Source: an optimization exercise on an open RTL-to-GDS flow (aim: small area). Production flows keep margins and buffers that such runs may drop.
The RTL was checked by simulation tests, not by an equivalence proof against the original design.
No driver is modelled on the clock port, so clock power and skew are understated where the tree is cut down; a real chip needs a root buffer or a tree.
Power figures rest on the tool's default switching activity, not on a simulated workload.

==> run a <==
==> flow/design.v <==
`timescale 1ns / 1ps
module RX(
    input wire          clk,
    input wire          rst_n,
    input wire          rx_en,
    input wire [1:0]    parity,
    input wire [2:0]    data_bits,
    input wire          stop_bit,
    input wire [15:0]   rx_divisor,
    input wire          rx,
    input wire          rx_data_read,
    input wire          fifo_en,
    input wire          fifo_full,
    output wire         rx_success,
    output wire [8:0]   rx_data,
    output wire         rx_idle,
    output wire         rx_done,
    output wire [2:0]   error
    );
    localparam S_WAIT  = 3'b000,
               S_DONE  = 3'b001,
               S_ABORT = 3'b010,
               S_START = 3'b100,
               S_DATA  = 3'b101,
               S_PAR   = 3'b110,
               S_STOP  = 3'b111;
    reg [2:0]  state;
    reg        rx_sync1, rx_sync2, rx_d1;
    reg [15:0] counter;
    reg [3:0]  sample_counter;
    reg [2:0]  samples;
    reg        rx_in;
    reg [2:0]  nb_code;       
    reg [3:0]  remain;        
    reg        par_en;
    reg        par_acc;
    reg [8:0]  shreg;
    reg        ovr;
    wire idle_st  = ~state[2];
    wire st_start = (state == S_START);
    wire st_data  = (state == S_DATA);
    wire st_par   = (state == S_PAR);
    wire st_stop  = (state == S_STOP);
    wire rx_negedge   = ~rx_sync2 & rx_d1;
    wire start_detect = idle_st & rx_negedge;
    wire tick    = (counter == 16'd1);
    wire bit_end = tick & (sample_counter == 4'd15);
    wire bit_mid = tick & (sample_counter == 4'd10);
    wire frame_end = st_stop & bit_mid & (remain == 4'd10);
    assign rx_idle = (state == S_WAIT);
    assign rx_done = (state == S_DONE);
    always @(posedge clk or negedge rst_n) begin
        if (!rst_n) begin
            rx_sync1 <= 1'b1;
            rx_sync2 <= 1'b1;
            rx_d1    <= 1'b1;
        end else begin
            rx_sync1 <= rx_en ? rx : 1'b1;
            rx_sync2 <= rx_sync1;
            rx_d1    <= rx_sync2;
        end
    end
    always @(posedge clk) begin
        counter <= ({16{~idle_st}} & (counter - 16'd1)) |
                   ({16{idle_st | tick}} & {4'b0, rx_divisor[15:4]});
        sample_counter <= {4{~idle_st}} & (sample_counter + {3'b0, tick});
    end
    always @(posedge clk) begin
        if (rx_idle)
            samples <= 3'b0;
        else begin
            if (sample_counter == 4'd7) samples[0] <= rx_sync2;
            if (sample_counter == 4'd8) samples[1] <= rx_sync2;
            if (sample_counter == 4'd9) samples[2] <= rx_sync2;
        end
        if (!frame_end)
            rx_in <= (samples[2] & samples[1]) | (samples[1] & samples[0]) | (samples[0] & samples[2]);
    end
    always @(posedge clk) begin
        if (idle_st) begin
            case (data_bits)
                3'd0: nb_code <= 3'd0;
                3'd1: nb_code <= 3'd1;
                3'd2: nb_code <= 3'd2;
                3'd4: nb_code <= 3'd4;
                default: nb_code <= 3'd3;
            endcase
            remain  <= {1'b0, nb_code} + {3'b0, stop_bit};
            par_en  <= parity[1] ^ parity[0];
            par_acc <= parity[0] & ~parity[1];
        end else begin
            if (bit_end & ~st_par)
                remain <= remain - 4'd1;
            if (bit_end & (st_data | st_par))
                par_acc <= par_acc ^ rx_in;
        end
    end
    wire [8:0] ins;
    assign ins[3:0] = 4'b0;
    assign ins[4] = (nb_code == 3'd0);
    assign ins[5] = (nb_code == 3'd1);
    assign ins[6] = (nb_code == 3'd2);
    assign ins[7] = (nb_code == 3'd3);
    assign ins[8] = (nb_code == 3'd4);
    always @(posedge clk) begin
        if (st_start)
            shreg <= ins;
        else if (st_data & bit_end)
            shreg <= ({1'b0, shreg[8:1]} & ~ins) | ({9{rx_in}} & ins);
    end
    always @(posedge clk)
        ovr <= fifo_en ? fifo_full : ~rx_data_read;
    always @(posedge clk or negedge rst_n) begin
        if (!rst_n)
            state <= S_WAIT;
        else if (idle_st)
            state <= rx_negedge ? S_START : S_WAIT;
        else case (state)
            S_START: if (bit_mid) begin
                         if (rx_in) state <= S_ABORT;
                     end else if (bit_end)
                         state <= S_DATA;
            S_DATA:  if (bit_end & shreg[0])
                         state <= par_en ? S_PAR : S_STOP;
            S_PAR:   if (bit_end)
                         state <= S_STOP;
            default: if (frame_end)
                         state <= S_DONE;
        endcase
    end
    assign rx_data    = shreg;
    assign error[2]   = ~rx_in;
    assign error[1]   = par_en & par_acc;
    assign error[0]   = ovr;
    assign rx_success = ~(par_en & par_acc);
endmodule
==> flow/flow/run.sh <==
#!/bin/bash
# Standard layout with: no adder cells and an area-oriented ABC mapping script, the smallest
# buffer on the ports, and a flat clock tree of three buffers.
set -euo pipefail
here=$(pwd)
cp -r "$FLOW_HOME/scripts" "$here/scripts"
cp "$here/flow/abc_area.script" "$here/scripts/abc_area.script"
ADDER_MAP_FILE= SCRIPTS_DIR="$here/scripts" bash standard.sh synth > synth.log 2>&1
export BUFFER_PORTS_ARGS="-buffer_cell sky130_fd_sc_hd__buf_1"
export CTS_ARGS="-sink_clustering_enable -repair_clock_nets -dont_use_dummy_load -buf_list sky130_fd_sc_hd__clkbuf_4 -root_buf sky130_fd_sc_hd__clkbuf_4"
export POST_CTS_TCL="$here/flow/post_cts.tcl"
export TREE_CELL=sky130_fd_sc_hd__clkbuf_8
export TREE_N=3
bash standard.sh > layout.log 2>&1
==> flow/flow/abc_area.script <==
&get -n
&st
&deepsyn -T 20
&dch -f
&nf -R 1000
&put
stime -c
==> flow/flow/post_cts.tcl <==
# Replace the clock tree that CTS built by a flat one: the clock port drives
# TREE_N buffers of type TREE_CELL, each at the centre of a k-means cluster of
# the clock sinks.
set block [ord::get_db_block]
set clknet [$block findNet clk]
# undo the CTS tree: reconnect its sinks to the clock net, remove its buffers
set ctsinsts {}
foreach inst [$block getInsts] {
  if {[string match "clkbuf_*" [$inst getName]]} { lappend ctsinsts $inst }
}
foreach inst $ctsinsts {
  set onet [[$inst findITerm X] getNet]
  [$inst findITerm A] disconnect
  [$inst findITerm X] disconnect
  odb::dbInst_destroy $inst
  if {$onet != "NULL" && $onet != ""} {
    foreach it [$onet getITerms] { $it disconnect; $it connect $clknet }
    if {[$onet getName] != "clk"} { odb::dbNet_destroy $onet }
  }
}
set master [[ord::get_db] findMaster $::env(TREE_CELL)]
set nb $::env(TREE_N)
set sinks {}
foreach it [$clknet getITerms] {
  set loc [[$it getInst] getLocation]
  lappend sinks [list $it [lindex $loc 0] [lindex $loc 1]]
}
puts "clock tree: [llength $sinks] sinks, $nb x $::env(TREE_CELL)"
set sinks [lsort -integer -index 1 $sinks]
set n [llength $sinks]
set cent {}
for {set g 0} {$g < $nb} {incr g} {
  set s [lindex $sinks [expr {int(($g + 0.5) * $n / $nb)}]]
  lappend cent [list [lindex $s 1] [lindex $s 2]]
}
for {set iter 0} {$iter < 30} {incr iter} {
  set asg {}
  foreach s $sinks {
    set best 0; set bd 1e18
    for {set g 0} {$g < $nb} {incr g} {
      set c [lindex $cent $g]
      set d [expr {abs([lindex $s 1] - [lindex $c 0]) + abs([lindex $s 2] - [lindex $c 1])}]
      if {$d < $bd} { set bd $d; set best $g }
    }
    lappend asg $best
  }
  set nc {}
  for {set g 0} {$g < $nb} {incr g} {
    set sx 0; set sy 0; set k 0
    foreach s $sinks a $asg { if {$a == $g} { incr k; set sx [expr {$sx + [lindex $s 1]}]; set sy [expr {$sy + [lindex $s 2]}] } }
    if {$k > 0} { lappend nc [list [expr {$sx / $k}] [expr {$sy / $k}]] } else { lappend nc [lindex $cent $g] }
  }
  set cent $nc
}
for {set g 0} {$g < $nb} {incr g} {
  set inst [odb::dbInst_create $block $master "clktree_$g"]
  set net [odb::dbNet_create $block "clktree_net_$g"]
  $net setSigType CLOCK
  foreach s $sinks a $asg {
    if {$a == $g} { set it [lindex $s 0]; $it disconnect; $it connect $net }
  }
  set c [lindex $cent $g]
  $inst setLocation [expr {int([lindex $c 0])}] [expr {int([lindex $c 1])}]
  $inst setPlacementStatus PLACED
  [$inst findITerm A] connect $clknet
  [$inst findITerm X] connect $net
}
detailed_placement
check_placement -verbose
estimate_parasitics -placement
report_worst_slack -min
report_worst_slack -max
==> flow/standard.sh <==
#!/bin/bash
# synth_recipe.tcl (not shown) runs the flow's synth.tcl, then flattens the netlist and writes it again
# the make line also repeats each setting of config.mk as NAME=value (left out here)
make -C /OpenROAD-flow-scripts/flow DESIGN_CONFIG=/design/flow/config.mk WORK_HOME=/design/flow/orfs CLKGATE_MAP_FILE= SYNTH_SCRIPT=/design/flow/synth_recipe.tcl "${@:-finish}"
==> flow/config.mk <==
export PLATFORM = sky130hd
export DESIGN_NAME = RX
export DESIGN_NICKNAME = RX
export VERILOG_FILES = /design/flow/design.v
export SDC_FILE = /design/flow/constraint.sdc
export NUM_CORES = 4
export LEC_CHECK = 0
export ABC_AREA = 1
export CAP_MARGIN = 20
export CORE_MARGIN = 2
export CORE_UTILIZATION = 60
export SLEW_MARGIN = 20
==> flow/constraint.sdc <==
create_clock -name core_clock -period 5.0 [get_ports {clk}]
set_input_delay 1.0000 -clock core_clock [delete_from_list [all_inputs] [get_ports {clk}]]
set_output_delay 1.0000 -clock core_clock [all_outputs]
set_load 0.01 [all_outputs]
==> run b (differences from run a) <==
--- a/flow/flow/run.sh
+++ b/flow/flow/run.sh
@@ -1,6 +1,6 @@
 #!/bin/bash
 # Standard layout with: no adder cells and an area-oriented ABC mapping script, the smallest
-# buffer on the ports, and a flat clock tree of three buffers.
+# buffer on the ports, and a flat clock tree of at least three buffers.
 set -euo pipefail
 here=$(pwd)
 cp -r "$FLOW_HOME/scripts" "$here/scripts"
@@ -11,4 +11,5 @@
 export POST_CTS_TCL="$here/flow/post_cts.tcl"
 export TREE_CELL=sky130_fd_sc_hd__clkbuf_8
 export TREE_N=3
+export TREE_SLEW=0.100
 bash standard.sh > layout.log 2>&1
==> flow/flow/post_cts.tcl (replaced) <==
# Replace the clock tree that CTS built by a flat one: the clock port drives
# N buffers of type TREE_CELL, each at the centre of a k-means cluster of the
# clock sinks. N starts at TREE_N and grows until the estimated clock-pin slew
# is at most TREE_SLEW (ns).
set block [ord::get_db_block]
set clknet [$block findNet clk]

proc flatten_clock {} {
  # reconnect every clock sink to the clock net and remove the tree buffers
  global block clknet
  set tree {}
  foreach inst [$block getInsts] {
    set n [$inst getName]
    if {[string match "clkbuf_*" $n] || [string match "clktree_*" $n]} { lappend tree $inst }
  }
  foreach inst $tree {
    set onet [[$inst findITerm X] getNet]
    [$inst findITerm A] disconnect
    [$inst findITerm X] disconnect
    odb::dbInst_destroy $inst
    if {$onet != "NULL" && $onet != ""} {
      foreach it [$onet getITerms] { $it disconnect; $it connect $clknet }
      odb::dbNet_destroy $onet
    }
  }
}

proc build_tree {nb} {
  global block clknet
  set master [[ord::get_db] findMaster $::env(TREE_CELL)]
  set sinks {}
  foreach it [$clknet getITerms] {
    set loc [[$it getInst] getLocation]
    lappend sinks [list $it [lindex $loc 0] [lindex $loc 1]]
  }
  set sinks [lsort -integer -index 1 $sinks]
  set n [llength $sinks]
  set cent {}
  for {set g 0} {$g < $nb} {incr g} {
    set s [lindex $sinks [expr {int(($g + 0.5) * $n / $nb)}]]
    lappend cent [list [lindex $s 1] [lindex $s 2]]
  }
  for {set iter 0} {$iter < 30} {incr iter} {
    set asg {}
    foreach s $sinks {
      set best 0; set bd 1e18
      for {set g 0} {$g < $nb} {incr g} {
        set c [lindex $cent $g]
        set d [expr {abs([lindex $s 1] - [lindex $c 0]) + abs([lindex $s 2] - [lindex $c 1])}]
        if {$d < $bd} { set bd $d; set best $g }
      }
      lappend asg $best
    }
    set nc {}
    for {set g 0} {$g < $nb} {incr g} {
      set sx 0; set sy 0; set k 0
      foreach s $sinks a $asg { if {$a == $g} { incr k; set sx [expr {$sx + [lindex $s 1]}]; set sy [expr {$sy + [lindex $s 2]}] } }
      if {$k > 0} { lappend nc [list [expr {$sx / $k}] [expr {$sy / $k}]] } else { lappend nc [lindex $cent $g] }
    }
    set cent $nc
  }
  for {set g 0} {$g < $nb} {incr g} {
    set inst [odb::dbInst_create $block $master "clktree_$g"]
    set net [odb::dbNet_create $block "clktree_net_$g"]
    $net setSigType CLOCK
    foreach s $sinks a $asg {
      if {$a == $g} { set it [lindex $s 0]; $it disconnect; $it connect $net }
    }
    set c [lindex $cent $g]
    $inst setLocation [expr {int([lindex $c 0])}] [expr {int([lindex $c 1])}]
    $inst setPlacementStatus PLACED
    [$inst findITerm A] connect $clknet
    [$inst findITerm X] connect $net
  }
  detailed_placement
  estimate_parasitics -placement
  set w 0
  foreach pin [get_pins -hierarchical */CLK] {
    set s [get_property $pin slew_max]
    if {$s > $w} { set w $s }
  }
  return $w
}

set_propagated_clock [all_clocks]
flatten_clock
set nb $::env(TREE_N)
while 1 {
  set w [build_tree $nb]
  puts "clock tree: $nb x $::env(TREE_CELL), worst estimated clock-pin slew $w"
  if {$w <= $::env(TREE_SLEW) || $nb >= 8} break
  flatten_clock
  incr nb
}
check_placement -verbose
report_worst_slack -min
report_worst_slack -max
==> run summary <==
Final layout:
- The register with the most flip-flops in the layout has 16 of them.
- The fill cell total of the finished layout is 286.
- The proportion of layout cells with a drive suffix above 1 is 2.182%.
- The library cell used most frequently in the layout, excluding fill and tap cells, is sky130_fd_sc_hd__buf_1.

Power:
- The cell area power density is 385.2 mW/mm2.

Status:
- The flow ran to the end and the layout has no timing, DRC or antenna violations.

Timing:
- The slew at the pin closest to its max-slew limit is 908.5 ps.

Worst hold path:
- The class of the worst hold path is flop to flop.

Critical path:
- Among cell families on the critical path, the largest total delay comes from simple AND/OR/NAND/NOR gates.
the above is filed under run a

==> run summary <==
Yosys:
- The synthesized design contains 49 register bits.
- After synthesis, the largest family of logic cells by area is simple AND/OR/NAND/NOR gates.
- The count of flip-flops with a built-in enable after synthesis is 15.
- The area fraction in compound gates after synthesis is 14.41%.
- The fraction of the yosys area taken by sequential cells is 54.10%.
- For this run, the number of Yosys warnings is 1.

Die:
- The die boundary height is 63.91 um.
- The I/O pin total is 44.
- The initial core utilization is 63.53%.

Status:
- The first error in the log reads "Error: cts.tcl, 90 can't read ”block”: no such variable".
- The flow did not finish.
- It got as far as 4_1_cts and failed there.

Clock tree:
- The number of clock sinks is 49.
the above is filed under run b

The clock cells of run a come from the design's own scripts or RTL, not from TritonCTS.

## what the ideal ports hide
Ports are ideal in the flow. The routed layout listed here was re-timed in OpenROAD.
Step 1, drivers: a clkbuf_16 drives clk and a buf_2 each remaining input, both assumed.
Step 2 adds t to the input delays and takes it off the output delays; t is the mean of the earliest and latest rising clock arrival at the registers after step 1. Input paths then give back, and output paths get back, about the clock's delay inside the block.
Three values: no drivers, after step 1, after step 2; two values: the first two.
run: run a
t (ns): 0.203
setup slack, ns: 1.538 / 1.538 / 1.538
worst data-port slew with drivers (ns): 0.03
cell pins on the clock port's net: 3
After both steps setup and hold are still met in run a. For run a, drivers alone change the setup slack by 0.000 ns; drivers and shift together by 0.000 ns.
